Context: an optimization exercise on an open-source flow, tuned for small area. The choices shown serve that exercise and are no tape-out recipe.
The RTL was checked by simulation tests, not by an equivalence proof against the original design.
No activity file was given, so power comes from the tool's default toggle rates.

<file path="flow/config.mk">
export PLATFORM = sky130hd
export DESIGN_NAME = top
export DESIGN_NICKNAME = top
export VERILOG_FILES = /design/flow/design.v
export SDC_FILE = /design/flow/constraint.sdc
export NUM_CORES = 4
export LEC_CHECK = 0
export CAP_MARGIN = 20
export CORE_MARGIN = 2
export CORE_UTILIZATION = 40
export SLEW_MARGIN = 20
</file>
<file path="flow/constraint.sdc">
create_clock -name core_clock -period 10.0 [get_ports {clk}]
set_input_delay 2.0000 -clock core_clock [delete_from_list [all_inputs] [get_ports {clk}]]
set_output_delay 2.0000 -clock core_clock [all_outputs]
set_load 0.01 [all_outputs]
</file>
<file path="flow/design.v">
module my74LS161(input wire clk,
                 input wire rst,
                 input wire ce,
                 input wire C_R,
                 input wire clear,
                 input wire L_D,
                 input wire CT_P,
                 input wire CT_T,
                 input wire [3:0] D,
                 output reg [3:0] Q,
                 output reg Co
	);
	always @(posedge clk)
	begin
		if (rst)
		begin
			Q <= 4'b0;
			Co <= 1'b0;
		end
		else if (ce)
		begin
			if (C_R==1&&CT_P==1&&CT_T==1&&L_D==1)
			begin
				Q[3:0] <= Q[3:0]+4'b0001;    
				if (Q[3:0]==4'b1000)
					Co <= 1'b1;              
				else
					Co <= 1'b0;
			end
			if (C_R==0)                      
			begin
				Q <= 0;
				Co <= 1'b0;
			end
			if (clear==1)                    
			begin
				Q <= 0;
				Co <= 1'b0;
			end
		end
	end
endmodule
module Score(
	input wire clk,
	input wire rst,
	input wire ce,           
	input wire L_D,          
	input wire clear,        
	output wire [15:0] Q     
	);
	wire [3:0] Co;
	wire INV1_OUT = ~Co[0];
	wire AND1_IN = ~(Co[0] & Co[1]);
	wire AND2_IN = ~(Co[1] & Co[2] & Co[0]);
	wire AND3_IN = ~(Co[0] & Co[3] & Co[1] & Co[2]);
	wire AND4_IN = Co[0] & Co[1];
	wire AND5_IN = Co[2] & AND4_IN;
	my74LS161 m1(.clk(clk),.rst(rst),.ce(ce),.clear(clear),.C_R(INV1_OUT),.L_D(1'b1),.CT_T(1'b1),.CT_P(L_D),.D(4'b0000),.Q(Q[3:0]),.Co(Co[0]));
	my74LS161 m2(.clk(clk),.rst(rst),.ce(ce),.clear(clear),.C_R(AND1_IN),.L_D(1'b1),.CT_T(Co[0]),.CT_P(L_D),.D(4'b0000),.Q(Q[7:4]),.Co(Co[1]));
	my74LS161 m3(.clk(clk),.rst(rst),.ce(ce),.clear(clear),.C_R(AND2_IN),.L_D(1'b1),.CT_T(AND4_IN),.CT_P(L_D),.D(4'b0000),.Q(Q[11:8]),.Co(Co[2]));
	my74LS161 m4(.clk(clk),.rst(rst),.ce(ce),.clear(clear),.C_R(AND3_IN),.L_D(1'b1),.CT_T(AND5_IN),.CT_P(L_D),.D(4'b0000),.Q(Q[15:12]),.Co(Co[3]));
endmodule
module Game(
    input wire clk,
    input wire rst,                                  
    input wire ce,                                   
    input wire jump,                                 
    input wire start,                                
    output reg night,                                
    output reg [11:0] dino_y,                        
    output reg signed [11:0] obstacle_x,             
    output reg game_over,                            
    output reg [1:0] dino_state                      
);
    localparam DINO_SCREEN_X = 12'd20;
    localparam DINO_HEAD_OFFSET_X = 12'd12;
    localparam DINO_HEAD_OFFSET_Y = -12'd20;
    localparam GROUND_SCREEN_Y = 12'd100;
    localparam OBSTACLE_BITMAP_SIZE_X = 12'd17;
    localparam OBSTACLE_BITMAP_SIZE_Y = 12'd28;
    localparam OBSTACLE_BITMAP_CENTER_X = 12'd9;
    localparam OBSTACLE_BITMAP_CENTER_Y = 12'd28;
    localparam
        DINO_STATE_RUNNING_1 = 2'b00,
        DINO_STATE_RUNNING_2 = 2'b01,
        DINO_STATE_JUMP = 2'b10,
        DINO_STATE_COLLIDED = 2'b11;
    localparam DINO_INIT_V = 12'd10;                 
    localparam DINO_G = 12'd1;                       
    localparam OBSTACLE_INIT_X = 12'd400;            
    reg signed [11:0] speed;
    reg is_going;                                    
    reg [1:0] state_counter;                         
    reg running_img;                                 
    reg [11:0] obs_speed;                            
    reg [11:0] frame_count;                          
    always @ (posedge clk)
    if (rst)
    begin
        is_going <= 0;
        dino_state <= DINO_STATE_RUNNING_1;
        state_counter <= 2'b0;
        running_img <= 1'b0;
        night <= 0;
        dino_y <= 0;
        obstacle_x <= 0;
        game_over <= 0;
        speed <= 0;
        obs_speed <= 0;
        frame_count <= 0;
    end
    else if (ce)
    begin
        if (is_going == 0 && start == 1)
        begin
            dino_y <= GROUND_SCREEN_Y;
            obstacle_x <= OBSTACLE_INIT_X;
            game_over <= 0;
            speed <= 0;
            is_going <= 1;
            frame_count <= 11'b0;
            obs_speed <= 3'd3;
            night <= 0;
        end
        if ((
                DINO_SCREEN_X >= obstacle_x - OBSTACLE_BITMAP_CENTER_X
                && DINO_SCREEN_X <= obstacle_x - OBSTACLE_BITMAP_CENTER_X + OBSTACLE_BITMAP_SIZE_X
                && dino_y >= GROUND_SCREEN_Y - OBSTACLE_BITMAP_CENTER_Y
                && dino_y <= GROUND_SCREEN_Y - OBSTACLE_BITMAP_CENTER_Y + OBSTACLE_BITMAP_SIZE_Y
            )
            ||(
                DINO_SCREEN_X + DINO_HEAD_OFFSET_X >= obstacle_x - OBSTACLE_BITMAP_CENTER_X
                && DINO_SCREEN_X + DINO_HEAD_OFFSET_X <= obstacle_x - OBSTACLE_BITMAP_CENTER_X + OBSTACLE_BITMAP_SIZE_X
                && dino_y + DINO_HEAD_OFFSET_Y >= GROUND_SCREEN_Y - OBSTACLE_BITMAP_CENTER_Y
                && dino_y + DINO_HEAD_OFFSET_Y <= GROUND_SCREEN_Y - OBSTACLE_BITMAP_CENTER_Y + OBSTACLE_BITMAP_SIZE_Y
            ))
        begin
            is_going <= 1'b0;
            game_over <= 1'b1;
            dino_state <= DINO_STATE_COLLIDED;
        end
        if (is_going == 1'b1)
        begin
            if (jump == 1'b1 && speed == 1'b0 && dino_y == GROUND_SCREEN_Y)
            begin
                speed <= DINO_INIT_V;
                dino_state <= DINO_STATE_JUMP;
            end
            else
            begin
                if (dino_y - speed >= GROUND_SCREEN_Y)
                begin
                    dino_y <= GROUND_SCREEN_Y;
                    speed <= 1'b0;
                    dino_state <= {1'b0, running_img};
                end
                else
                begin
                    dino_y <= dino_y - speed;
                    speed <= speed - DINO_G;
                end
            end
            if (obstacle_x > 0)
            begin
                obstacle_x <= obstacle_x - obs_speed;
            end
            else
            begin
                obstacle_x <= OBSTACLE_INIT_X;
            end
            state_counter <= state_counter + 1'b1;
            if (state_counter == 2'b11)
            begin
                running_img <= !running_img;
                state_counter <= 2'b00;
            end
            frame_count <= frame_count + 11'b1;
            if (frame_count == 11'b1_0_000_000) begin
                frame_count <= 11'b0;
                if (obs_speed < 12'd20)
                begin
                    obs_speed <= obs_speed + 3'd2;
                end
                night <= ~night;
            end
        end
    end
endmodule
module Renderer(
    input wire clk,
    input wire rst,
    input wire [11:0] dino_y,
    input wire [1:0] dino_state,
    input wire [11:0] obstacle_x,
    input wire night,
    input [11:0] vga_x,      
    input [11:0] vga_y,      
    output reg pixel         
);
    localparam DINO_SCREEN_X = 12'd20;
    localparam DINO_BITMAP_SIZE_X = 12'd28;
    localparam DINO_BITMAP_SIZE_Y = 12'd28;
    localparam DINO_BITMAP_CENTER_X = 12'd12;
    localparam DINO_BITMAP_CENTER_Y = 12'd28;
    localparam GROUND_SCREEN_Y = 12'd100;
    localparam OBSTACLE_BITMAP_SIZE_X = 12'd17;
    localparam OBSTACLE_BITMAP_SIZE_Y = 12'd28;
    localparam OBSTACLE_BITMAP_CENTER_X = 12'd9;
    localparam OBSTACLE_BITMAP_CENTER_Y = 12'd28;
    localparam [0:DINO_BITMAP_SIZE_X*DINO_BITMAP_SIZE_Y*4-1] DINO_IMG = {
    28'b0000000000000000000000000000,
    28'b0000000000000000000000000000,
    28'b0000000000000000000000000000,
    28'b0000000000000111111111000000,
    28'b0000000000001111111111100000,
    28'b0000000000001101111111100000,
    28'b0000000000001111111111100000,
    28'b0000000000001111111111100000,
    28'b0000000000001111111111100000,
    28'b0000000000001111100000000000,
    28'b0000000000001111111110000000,
    28'b0000000000001111111110000000,
    28'b1000000000011111000000000000,
    28'b1000000001111111000000000000,
    28'b1110000111111111111000000000,
    28'b1111001111111111001000000000,
    28'b1111111111111111000000000000,
    28'b1111111111111111000000000000,
    28'b0111111111111111000000000000,
    28'b0111111111111110000000000000,
    28'b0001111111111110000000000000,
    28'b0000111111111100000000000000,
    28'b0000011111111000000000000000,
    28'b0000001111001110000000000000,
    28'b0000001100000000000000000000,
    28'b0000001000000000000000000000,
    28'b0000001000000000000000000000,
    28'b0000001100000000000000000000,
    28'b0000000000000000000000000000,
    28'b0000000000000000000000000000,
    28'b0000000000000000000000000000,
    28'b0000000000000111111111000000,
    28'b0000000000001111111111100000,
    28'b0000000000001101111111100000,
    28'b0000000000001111111111100000,
    28'b0000000000001111111111100000,
    28'b0000000000001111111111100000,
    28'b0000000000001111100000000000,
    28'b0000000000001111111110000000,
    28'b0000000000001111111110000000,
    28'b1000000000011111000000000000,
    28'b1000000001111111000000000000,
    28'b1110000111111111111000000000,
    28'b1111001111111111001000000000,
    28'b1111111111111111000000000000,
    28'b1111111111111111000000000000,
    28'b0111111111111111000000000000,
    28'b0111111111111110000000000000,
    28'b0001111111111110000000000000,
    28'b0000111111111100000000000000,
    28'b0000011111111000000000000000,
    28'b0000001100011000000000000000,
    28'b0000000111001000000000000000,
    28'b0000000000001000000000000000,
    28'b0000000000001000000000000000,
    28'b0000000000001100000000000000,
    28'b0000000000000000000000000000,
    28'b0000000000000000000000000000,
    28'b0000000000000000000000000000,
    28'b0000000000000111111111000000,
    28'b0000000000001111111111100000,
    28'b0000000000001101111111100000,
    28'b0000000000001111111111100000,
    28'b0000000000001111111111100000,
    28'b0000000000001111111111100000,
    28'b0000000000001111100000000000,
    28'b0000000000001111111110000000,
    28'b0000000000001111111110000000,
    28'b1000000000011111000000000000,
    28'b1000000001111111000000000000,
    28'b1110000111111111111000000000,
    28'b1111001111111111001000000000,
    28'b1111111111111111000000000000,
    28'b1111111111111111000000000000,
    28'b0111111111111111000000000000,
    28'b0111111111111110000000000000,
    28'b0001111111111110000000000000,
    28'b0000111111111100000000000000,
    28'b0000011111111000000000000000,
    28'b0000001111011000000000000000,
    28'b0000001100001000000000000000,
    28'b0000001000001000000000000000,
    28'b0000001000001000000000000000,
    28'b0000001100001100000000000000,
    28'b0000000000000000000000000000,
    28'b0000000000000000000000000000,
    28'b0000000000000000000000000000,
    28'b0000000000000111111111000000,
    28'b0000000000001111111111100000,
    28'b0000000000001100011111100000,
    28'b0000000000001101011111100000,
    28'b0000000000001100011111100000,
    28'b0000000000001111111111100000,
    28'b0000000000001111111111000000,
    28'b0000000000001111111111000000,
    28'b0000000000001111111110000000,
    28'b1000000000011111000000000000,
    28'b1000000001111111000000000000,
    28'b1110000111111111111000000000,
    28'b1111001111111111001000000000,
    28'b1111111111111111000000000000,
    28'b1111111111111111000000000000,
    28'b0111111111111111000000000000,
    28'b0111111111111110000000000000,
    28'b0001111111111110000000000000,
    28'b0000111111111100000000000000,
    28'b0000011111111000000000000000,
    28'b0000001111011000000000000000,
    28'b0000001100001000000000000000,
    28'b0000001000001000000000000000,
    28'b0000001000001000000000000000,
    28'b0000001100001100000000000000
    };
    localparam [0:OBSTACLE_BITMAP_SIZE_X*OBSTACLE_BITMAP_SIZE_Y-1] OBSTACLE_IMG = {
    17'b00000001110000000,
    17'b00000011111000000,
    17'b00000011111000000,
    17'b00000011111000000,
    17'b01100011111000000,
    17'b11110011111000000,
    17'b11110011111000000,
    17'b11110011111000110,
    17'b11110011111001111,
    17'b11110011111001111,
    17'b11110011111001111,
    17'b11110011111001111,
    17'b11110011111001111,
    17'b11110011111001111,
    17'b11111111111001111,
    17'b01111111111001111,
    17'b00111111111001111,
    17'b00011111111001111,
    17'b00000011111001111,
    17'b00000011111111100,
    17'b00000011111111100,
    17'b00000011111000000,
    17'b00000011111000000,
    17'b00000011111000000,
    17'b00000011111000000,
    17'b00000011111000000,
    17'b00000011111000000,
    17'b00000011111000000
    };
    wire [11:0] screen_x = vga_x >> 1;
    wire [11:0] screen_y = vga_y >> 1;
    wire dino_in_rect;
    wire [11:0] dino_rel_x;
    wire [11:0] dino_rel_y;
    wire [11:0] dino_pixel_pos;
    wire is_dino;
    wire obs_in_rect;
    wire [11:0] obs_rel_x;
    wire [11:0] obs_rel_y;
    wire [11:0] obs_pixel_pos;
    wire is_obstacle;
    InRect obs_rect(
        .cur_x(screen_x),
        .cur_y(screen_y),
        .rect_pos_x(obstacle_x - OBSTACLE_BITMAP_CENTER_X),
        .rect_pos_y(GROUND_SCREEN_Y - OBSTACLE_BITMAP_CENTER_Y),
        .rect_size_x(OBSTACLE_BITMAP_SIZE_X),
        .rect_size_y(OBSTACLE_BITMAP_SIZE_Y),
        .in_rect(obs_in_rect),
        .rel_x(obs_rel_x),
        .rel_y(obs_rel_y)
    );
    InRect dino_rect(
        .cur_x(screen_x),
        .cur_y(screen_y),
        .rect_pos_x(DINO_SCREEN_X - DINO_BITMAP_CENTER_X),
        .rect_pos_y(dino_y - DINO_BITMAP_CENTER_Y),
        .rect_size_x(DINO_BITMAP_SIZE_X),
        .rect_size_y(DINO_BITMAP_SIZE_Y),
        .in_rect(dino_in_rect),
        .rel_x(dino_rel_x),
        .rel_y(dino_rel_y)
    );
    assign dino_pixel_pos =
        dino_state * DINO_BITMAP_SIZE_X * DINO_BITMAP_CENTER_Y +
        dino_rel_y * DINO_BITMAP_SIZE_X +
        dino_rel_x;
    assign is_dino = dino_in_rect ? DINO_IMG[dino_pixel_pos] : 1'b0;
    assign obs_pixel_pos =
        obs_rel_y * OBSTACLE_BITMAP_SIZE_X +
        obs_rel_x;
    assign is_obstacle = obs_in_rect ? OBSTACLE_IMG[obs_pixel_pos] : 1'b0;
    wire is_ground = screen_y == GROUND_SCREEN_Y;
    always @(posedge clk) begin
        if (rst)
            pixel <= 1'b0;
        else
            pixel <= night != (is_dino || is_obstacle || is_ground);  
    end
endmodule
module InRect(
    input wire [11:0] cur_x, cur_y,
    input wire [11:0] rect_pos_x, rect_pos_y,
    input wire [11:0] rect_size_x, rect_size_y,
    output wire in_rect,
    output wire [11:0] rel_x, rel_y  
);
    assign in_rect =
        cur_x >= rect_pos_x &&
        cur_y >= rect_pos_y &&
        cur_x < rect_pos_x + rect_size_x &&
        cur_y < rect_pos_y + rect_size_y;
    assign rel_x = cur_x - rect_pos_x;
    assign rel_y = cur_y - rect_pos_y;
endmodule
module vgac (vga_clk,clrn,d_in,row_addr,col_addr,rdn,r,g,b,hs,vs);
   input     [11:0] d_in;      
   input            vga_clk;   
   input            clrn;      
   output reg [8:0] row_addr;  
   output reg [9:0] col_addr;  
   output reg [3:0] r,g,b;     
   output reg       rdn;       
   output reg       hs,vs;     
   reg [9:0] h_count;
   always @ (posedge vga_clk) begin
       if (!clrn) begin
           h_count <= 10'h0;
       end else if (h_count == 10'd799) begin
           h_count <= 10'h0;
       end else begin
           h_count <= h_count + 10'h1;
       end
   end
   reg [9:0] v_count;
   always @ (posedge vga_clk) begin
       if (!clrn) begin
           v_count <= 10'h0;
       end else if (h_count == 10'd799) begin
           if (v_count == 10'd524) begin
               v_count <= 10'h0;
           end else begin
               v_count <= v_count + 10'h1;
           end
       end
   end
    wire  [9:0] row    =  v_count - 10'd35;      
    wire  [9:0] col    =  h_count - 10'd143;     
    wire        h_sync = (h_count > 10'd95);     
    wire        v_sync = (v_count > 10'd1);      
    wire        read   = (h_count > 10'd142) &&  
                         (h_count < 10'd783) &&  
                         (v_count > 10'd34)  &&  
                         (v_count < 10'd515);    
    always @ (posedge vga_clk) begin
        if (!clrn) begin
            row_addr <= 9'b0;
            col_addr <= 10'b0;
            rdn      <= 1'b0;
            hs       <= 1'b0;
            vs       <= 1'b0;
            r        <= 4'h0;
            g        <= 4'h0;
            b        <= 4'h0;
        end else begin
            row_addr <=  row[8:0];
            col_addr <=  col;
            rdn      <= ~read;
            hs       <=  h_sync;
            vs       <=  v_sync;
            r        <=  rdn ? 4'h0 : d_in[3:0];
            g        <=  rdn ? 4'h0 : d_in[7:4];
            b        <=  rdn ? 4'h0 : d_in[11:8];
        end
    end
endmodule
module top(
	input clk,                   
	input rst,                   
	input tick,                  
	input start,                 
	input BTN,                   
	output [7:0] LED,            
	output hs,                   
	output vs,                   
	output [3:0] r,              
	output [3:0] g,              
	output [3:0] b,              
	output [15:0] score          
	);
	reg [1:0] tick_div;
	always @(posedge clk) begin
		if (rst)
			tick_div <= 2'b0;
		else if (tick)
			tick_div <= tick_div + 1'b1;
	end
	wire score_tick = tick && (tick_div == 2'd2);
	wire [11:0] dino_y;
	wire [11:0] obstacle_x;
	wire night;
	wire game_over;
	wire [1:0] dino_state;
	wire [9:0] col_addr;
	wire [8:0] row_addr;
	wire [11:0] vga_x = {2'b0, col_addr};
	wire [11:0] vga_y = {3'b0, row_addr};
	wire pixel;
	assign LED = {8{game_over}};
	Score score0(
		.clk(clk),
		.rst(rst),
		.ce(score_tick),
		.clear(start),
		.L_D(!game_over),
		.Q(score));
	Game game0(
		.clk(clk),
		.rst(rst),
		.ce(tick),
		.jump(~BTN),
		.start(start),
		.dino_y(dino_y),
		.night(night),
		.obstacle_x(obstacle_x),
		.game_over(game_over),
		.dino_state(dino_state));
	Renderer renderer0(
		.clk(clk),
		.rst(rst),
		.dino_y(dino_y),
		.dino_state(dino_state),
		.obstacle_x(obstacle_x),
		.night(night),
		.vga_x(vga_x),
		.vga_y(vga_y),
		.pixel(pixel));
	vgac v0 (
		.vga_clk(clk),
		.clrn(!rst),
		.d_in(pixel ? 12'hFFF : 12'h000),
		.row_addr(row_addr),
		.col_addr(col_addr),
		.rdn(),
		.r(r),
		.g(g),
		.b(b),
		.hs(hs),
		.vs(vs)
	);
endmodule
</file>
<file path="flow/run.sh">
#!/bin/bash
# synth_recipe.tcl (not shown) runs the flow's synth.tcl, then flattens the netlist and writes it again
# the make line also repeats each setting of config.mk as NAME=value (left out here)
make -C /OpenROAD-flow-scripts/flow DESIGN_CONFIG=/design/flow/config.mk WORK_HOME=/design/flow/orfs CLKGATE_MAP_FILE= SYNTH_SCRIPT=/design/flow/synth_recipe.tcl finish
</file>
==> report_table.html <==
<table>
<tr><th>Metric</th><th>Value</th></tr>
<tr><th colspan="2">Run status</th></tr>
<tr><td>Outcome</td><td>no timing/DRC/antenna violations</td></tr>
<tr><th colspan="2">Clock network</th></tr>
<tr><td>Clock latency on the worst-skew pair</td><td>approximately 430 ps</td></tr>
<tr><td>Post CTS Setup Buffer Count</td><td>0</td></tr>
<tr><td>CTS clk-pin slew, worst paths</td><td>70 ps</td></tr>
<tr><td>Post_cts resized</td><td>0</td></tr>
<tr><td>Clock tree sinks</td><td>between 100 and 150</td></tr>
<tr><td>Max H-tree Level</td><td>4</td></tr>
<tr><td>Number of buffers added to fix hold violations after cts</td><td>0</td></tr>
<tr><td>Bufs on Longest Clock Path</td><td>2</td></tr>
<tr><td>Root buf cell</td><td>sky130_fd_sc_hd__clkbuf_16</td></tr>
<tr><td>Total clock buffers created by CTS</td><td>17</td></tr>
<tr><td>TritonCTS clock tree</td><td>done</td></tr>
<tr><th colspan="2">Cells and area</th></tr>
<tr><td>Antenna diodes</td><td>0</td></tr>
<tr><td>Most common library cell in the layout ignoring fill and taps</td><td>sky130_fd_sc_hd__nor2_1</td></tr>
<tr><td>Final net count</td><td>~2000</td></tr>
<tr><td>Count of fill cells added during filler insertion</td><td>between 3000 and 4000</td></tr>
<tr><td>Commonest cells after routing, fill and taps aside</td><td>209 x sky130_fd_sc_hd__nor2_1, 156 x sky130_fd_sc_hd__nand2_1, 150 x sky130_fd_sc_hd__inv_1</td></tr>
<tr><td>Synthesis-to-layout area growth</td><td>8.088%</td></tr>
<tr><td>Layout cells sized above 1</td><td>between 4 and 5%</td></tr>
<tr><th colspan="2">Critical path</th></tr>
<tr><td>Worst setup SP type</td><td>register</td></tr>
<tr><td>Worst Path Required</td><td>between 10000 and 15000 ps</td></tr>
<tr><td>Endpoint kind of the worst setup timing path</td><td>register</td></tr>
<tr><td>Kind of critical path</td><td>register to register</td></tr>
<tr><td>Biggest fanout along the worst timing path</td><td>26</td></tr>
<tr><td>WP data arrival</td><td>8220 ps</td></tr>
<tr><th colspan="2">Route</th></tr>
<tr><td>Routed length per instance</td><td>~17 µm</td></tr>
<tr><td>DRC violations left</td><td>0</td></tr>
<tr><td>Pre-Repair DR Iteration Count</td><td>9</td></tr>
<tr><td>Routed wire length</td><td>slightly below 40000 µm</td></tr>
<tr><td>DR vias</td><td>around 13000</td></tr>
<tr><td>Antenna-violating nets left</td><td>0</td></tr>
<tr><td>Vias per cell</td><td>slightly below 6</td></tr>
<tr><td>Number of DRC markers after the initial detailed-route iteration</td><td>~1100</td></tr>
<tr><th colspan="2">STA</th></tr>
<tr><td>Worst Tran Pin Value</td><td>~960 ps</td></tr>
<tr><td>Slew Viols, Final</td><td>0</td></tr>
<tr><td>Aggregate negative setup slack</td><td>0 ps</td></tr>
<tr><td>Final Hold Vio Count</td><td>0</td></tr>
<tr><td>Final clock skew</td><td>about 15 ps</td></tr>
<tr><td>Final setup violation count</td><td>0</td></tr>
<tr><td>Smallest setup slack after layout</td><td>~2100 ps</td></tr>
<tr><td>Unrepaired setup endpoints after global routing</td><td>no</td></tr>
<tr><td>Final period utilization</td><td>between 70% and 80%</td></tr>
<tr><td>Clock period minus final worst setup slack</td><td>around 8000 ps</td></tr>
<tr><td>Rel. slew slack</td><td>35.44%</td></tr>
<tr><td>Maximum clock rate</td><td>about 130 MHz</td></tr>
<tr><th colspan="2">Pwr</th></tr>
<tr><td>Combinational share of power</td><td>between 70% and 80%</td></tr>
<tr><td>Reported leakage power</td><td>about 6 nW</td></tr>
<tr><td>Power density over cell area</td><td>between 300 and 400 nW/µm²</td></tr>
<tr><td>Sequential share of power</td><td>around an eighth</td></tr>
<tr><td>Switch Pwr</td><td>~2.3 mW</td></tr>
<tr><td>Sw frac</td><td>between 50 and 60%</td></tr>
<tr><td>Internal Dissipation</td><td>roughly 2.3 mW</td></tr>
<tr><td>Max VDD drop</td><td>between 400 and 500 µV</td></tr>
<tr><td>Relative contribution of the clock network to total power</td><td>14.0%</td></tr>
<tr><th colspan="2">Place</th></tr>
<tr><td>Port bufs</td><td>42</td></tr>
<tr><td>DP Worst Slack</td><td>roughly 2300 ps</td></tr>
<tr><td>Detailed placer's ending HPWL</td><td>~29000 µm</td></tr>
<tr><td>Gp weighted congestion</td><td>approximately 0.94</td></tr>
<tr><th colspan="2">Floorplan</th></tr>
<tr><td>Boundary Pins</td><td>43</td></tr>
<tr><td>Core region area</td><td>between 30000 and 40000 µm²</td></tr>
<tr><td>Effective utilization at floorplan</td><td>40.62%</td></tr>
<tr><td>Site Rows</td><td>just under 70</td></tr>
<tr><td>Die extent in x</td><td>roughly 190 µm</td></tr>
<tr><td>Die area</td><td>roughly 37000 µm²</td></tr>
<tr><td>Die Height</td><td>~190 µm</td></tr>
<tr><th colspan="2">Synthesis</th></tr>
<tr><td>Sequential cell area fraction in the yosys report</td><td>a little under a fifth</td></tr>
<tr><td>Flops &amp; latches, synth</td><td>~130</td></tr>
<tr><td>Share of synthesized flip-flops with an asynchronous set or reset</td><td>0%</td></tr>
<tr><td>Syn nets</td><td>roughly 2100</td></tr>
<tr><td>Total standard cell area after synthesis</td><td>between 10000 and 15000 µm²</td></tr>
<tr><td>Post-synth EDFFs</td><td>0</td></tr>
<tr><td>Cells after Synth</td><td>around 1900</td></tr>
<tr><td>Post-synthesis cell type count</td><td>94</td></tr>
<tr><td>Synth warn</td><td>5</td></tr>
<tr><td>Synthesized area per cell</td><td>between 7 and 8 µm²</td></tr>
<tr><td>Most used flip-flop cell after synthesis</td><td>sky130_fd_sc_hd__dfxtp_1</td></tr>
<tr><th colspan="2">Global routing</th></tr>
<tr><td>Vias in the first global route</td><td>12720</td></tr>
<tr><td>Number of antenna violations at the first check in global routing</td><td>0</td></tr>
<tr><td>First-pass GRT wire length</td><td>63360 µm</td></tr>
<tr><td>Total global routing overflow</td><td>0</td></tr>
<tr><td>Maximum number of pins on one net before global-route repair</td><td>between 70 and 80</td></tr>
<tr><td>Global routing usage summed across all routing layers</td><td>between 20% and 30%</td></tr>
<tr><th colspan="2">Min path</th></tr>
<tr><td>Hold Path Class</td><td>register to register</td></tr>
<tr><th colspan="2">Run</th></tr>
<tr><td>Maxcap violations</td><td>0</td></tr>
</table>
[power groups by stage]
stage | registers [mW] | logic [mW] | clock network [mW]
2_1_floorplan | 0.561 | 2.62 | 0
3_3_place_gp | 0.572 | 3.32 | 0
3_5_place_dp | 0.572 | 3.31 | 0
4_1_cts | 0.561 | 3.34 | 0.651
5_1_grt | 0.564 | 3.73 | 0.670
6_report | 0.562 | 3.37 | 0.638
[layout make-up]
class	count	area, µm²	area share (%)
clock inverters	9	128.9	0.8498
well taps	455	569.3	3.754
inverters	153	574.3	3.787
clock buffers	22	464.2	3.061
repair buffers	56	520.5	3.432
flip-flops and latches	132	2643	17.42
multi-input cells	1487	10270	67.69
[state kept, by name (all words and copies together), names as in the netlist, 8 cells and up]
signal,flops
v0.h_count,10
v0.row_addr,8
game0.speed,12
game0.obstacle_x,12
game0.obs_speed,12
v0.v_count,10
game0.frame_count,12
v0.col_addr,9
game0.dino_y,12
[cells by family after synthesis]
kind of cell               after synthesis  synth area share [%]
buffers and inverters                  279                 8.195
and+or+nand+nor                        638                 21.52
muxes                                   12                0.8739
DFF                                    132                 18.83
adders and majority gates              176                 17.34
xor gates and xnor gates               145                 9.408
AOI/OAI and AO/OA                      516                 23.84
[cell usage after synthesis, types with 10 or more instances]
| cell type | count | share of area (%) |
|---|---|---|
| sky130_fd_sc_hd__a31oi_1 | 28 | 1.2 |
| sky130_fd_sc_hd__xor2_1 | 57 | 3.6 |
| sky130_fd_sc_hd__a22oi_1 | 20 | 1.1 |
| sky130_fd_sc_hd__a311oi_1 | 18 | 1.1 |
| sky130_fd_sc_hd__o21a_1 | 20 | 1.1 |
| sky130_fd_sc_hd__o31ai_1 | 13 | 0.70 |
| sky130_fd_sc_hd__buf_1 | 10 | 0.27 |
| sky130_fd_sc_hd__nand3_1 | 54 | 1.9 |
| sky130_fd_sc_hd__a211oi_1 | 24 | 1.3 |
| sky130_fd_sc_hd__nand2_1 | 156 | 4.2 |
| sky130_fd_sc_hd__nor4_1 | 18 | 0.80 |
| sky130_fd_sc_hd__nand2b_1 | 12 | 0.54 |
| sky130_fd_sc_hd__or3_1 | 15 | 0.67 |
| sky130_fd_sc_hd__mux2i_1 | 10 | 0.71 |
| sky130_fd_sc_hd__nor3_1 | 59 | 2.1 |
| sky130_fd_sc_hd__xnor2_1 | 83 | 5.2 |
| sky130_fd_sc_hd__o22ai_1 | 12 | 0.54 |
| sky130_fd_sc_hd__nor2_1 | 209 | 5.6 |
| sky130_fd_sc_hd__o211ai_1 | 13 | 0.70 |
| sky130_fd_sc_hd__nor2b_1 | 14 | 0.62 |
| sky130_fd_sc_hd__a21oi_1 | 143 | 5.1 |
| sky130_fd_sc_hd__or2_2 | 10 | 0.45 |
| sky130_fd_sc_hd__dfxtp_1 | 132 | 19 |
| sky130_fd_sc_hd__a21o_1 | 21 | 1.1 |
| sky130_fd_sc_hd__buf_4 | 19 | 1.0 |
| sky130_fd_sc_hd__o21ai_0 | 97 | 3.5 |
| sky130_fd_sc_hd__ha_1 | 144 | 13 |
| sky130_fd_sc_hd__clkbuf_1 | 89 | 2.4 |
| sky130_fd_sc_hd__nand4_1 | 22 | 0.98 |
| sky130_fd_sc_hd__and3_1 | 18 | 0.80 |
| sky130_fd_sc_hd__fa_1 | 31 | 4.4 |
| sky130_fd_sc_hd__o21ai_1 | 15 | 0.54 |
| sky130_fd_sc_hd__inv_1 | 150 | 4.0 |
[routing by layer]
metal | part of all wire (%) | up-vias | track usage [%]
li1 | - | 6608 | -
met1 | 43 | 6324 | 25.65
met2 | 49 | 405 | 37.75
met3 | 4.2 | 99 | 2.276
met4 | 3.9 | 0 | 9.704
met5 | 0 | - | 0
[worst paths after layout]
check	from	slack, ps	depth (start not counted)	to
worst max-delay path	game0.dino_y[2]	2100	25	renderer0.pixel
worst min-delay path	game0.obs_speed[6]	460	2	game0.obs_speed[6]
worst max register to register	game0.dino_y[2]	2100	25	renderer0.pixel
worst min register to register	game0.obs_speed[6]	460	2	game0.obs_speed[6]
[worst max-delay path: stages, from the launching register on]
cell and delay, ps:
sky130_fd_sc_hd__dfxtp_1 600, sky130_fd_sc_hd__inv_1 200, sky130_fd_sc_hd__ha_1 390, sky130_fd_sc_hd__nand2b_1 190, sky130_fd_sc_hd__a21oi_1 260, sky130_fd_sc_hd__o21ai_0 140, sky130_fd_sc_hd__xor2_1 360, sky130_fd_sc_hd__inv_1 150
sky130_fd_sc_hd__fa_1 490, sky130_fd_sc_hd__ha_1 350, sky130_fd_sc_hd__xor2_1 190, sky130_fd_sc_hd__fa_1 450, sky130_fd_sc_hd__ha_1 380, sky130_fd_sc_hd__xnor2_2 160, sky130_fd_sc_hd__buf_4 290, sky130_fd_sc_hd__inv_2 250
sky130_fd_sc_hd__ha_1 870, sky130_fd_sc_hd__a2111oi_0 140, sky130_fd_sc_hd__a32oi_1 240, sky130_fd_sc_hd__nor2_1 80, sky130_fd_sc_hd__o311a_1 290, sky130_fd_sc_hd__or4_1 540, sky130_fd_sc_hd__nand3b_1 110, sky130_fd_sc_hd__nor4_1 50
sky130_fd_sc_hd__a311oi_1 260, sky130_fd_sc_hd__mux2_1 350
[through the flow]
step	instance area (µm²)	power (mW)	instances	util (%)	hold WS, ps
floorplan	14030	3.180	1898	-	372.1
global placement	14570	3.888	2283	42.17	448.2
detailed placement	14570	3.887	2283	42.18	451.7
CTS	15160	4.548	2314	43.90	463.2
global route	15170	4.961	2314	43.90	487.1
finish	15170	4.573	2314	43.90	462.7

## static timing again, ports no longer ideal
In the flow no input, the clock included, has a driving cell. The finished layout below was timed again as built, in two steps. Step 1: set_driving_cell puts a clkbuf_16 on clk and a buf_2 on each other input, an assumption about the parent block. Step 2 also shifts input and output timing later by t, the mid clock arrival at the registers, as if the neighbouring blocks saw the same clock. Slacks: ideal / step 1 / step 2; pairs: ideal / step 1.
shift t [ns]: 0.467
setup slack, ns: 2.095 / 2.095 / 2.095
hold WS [ns]: 0.463 / 0.463 / 0.463
worst setup path after step 2: register to register
After both steps this run still meets setup and hold. The setup slack of this run moves by 0.000 ns with the drivers and by 0.000 ns with both steps.
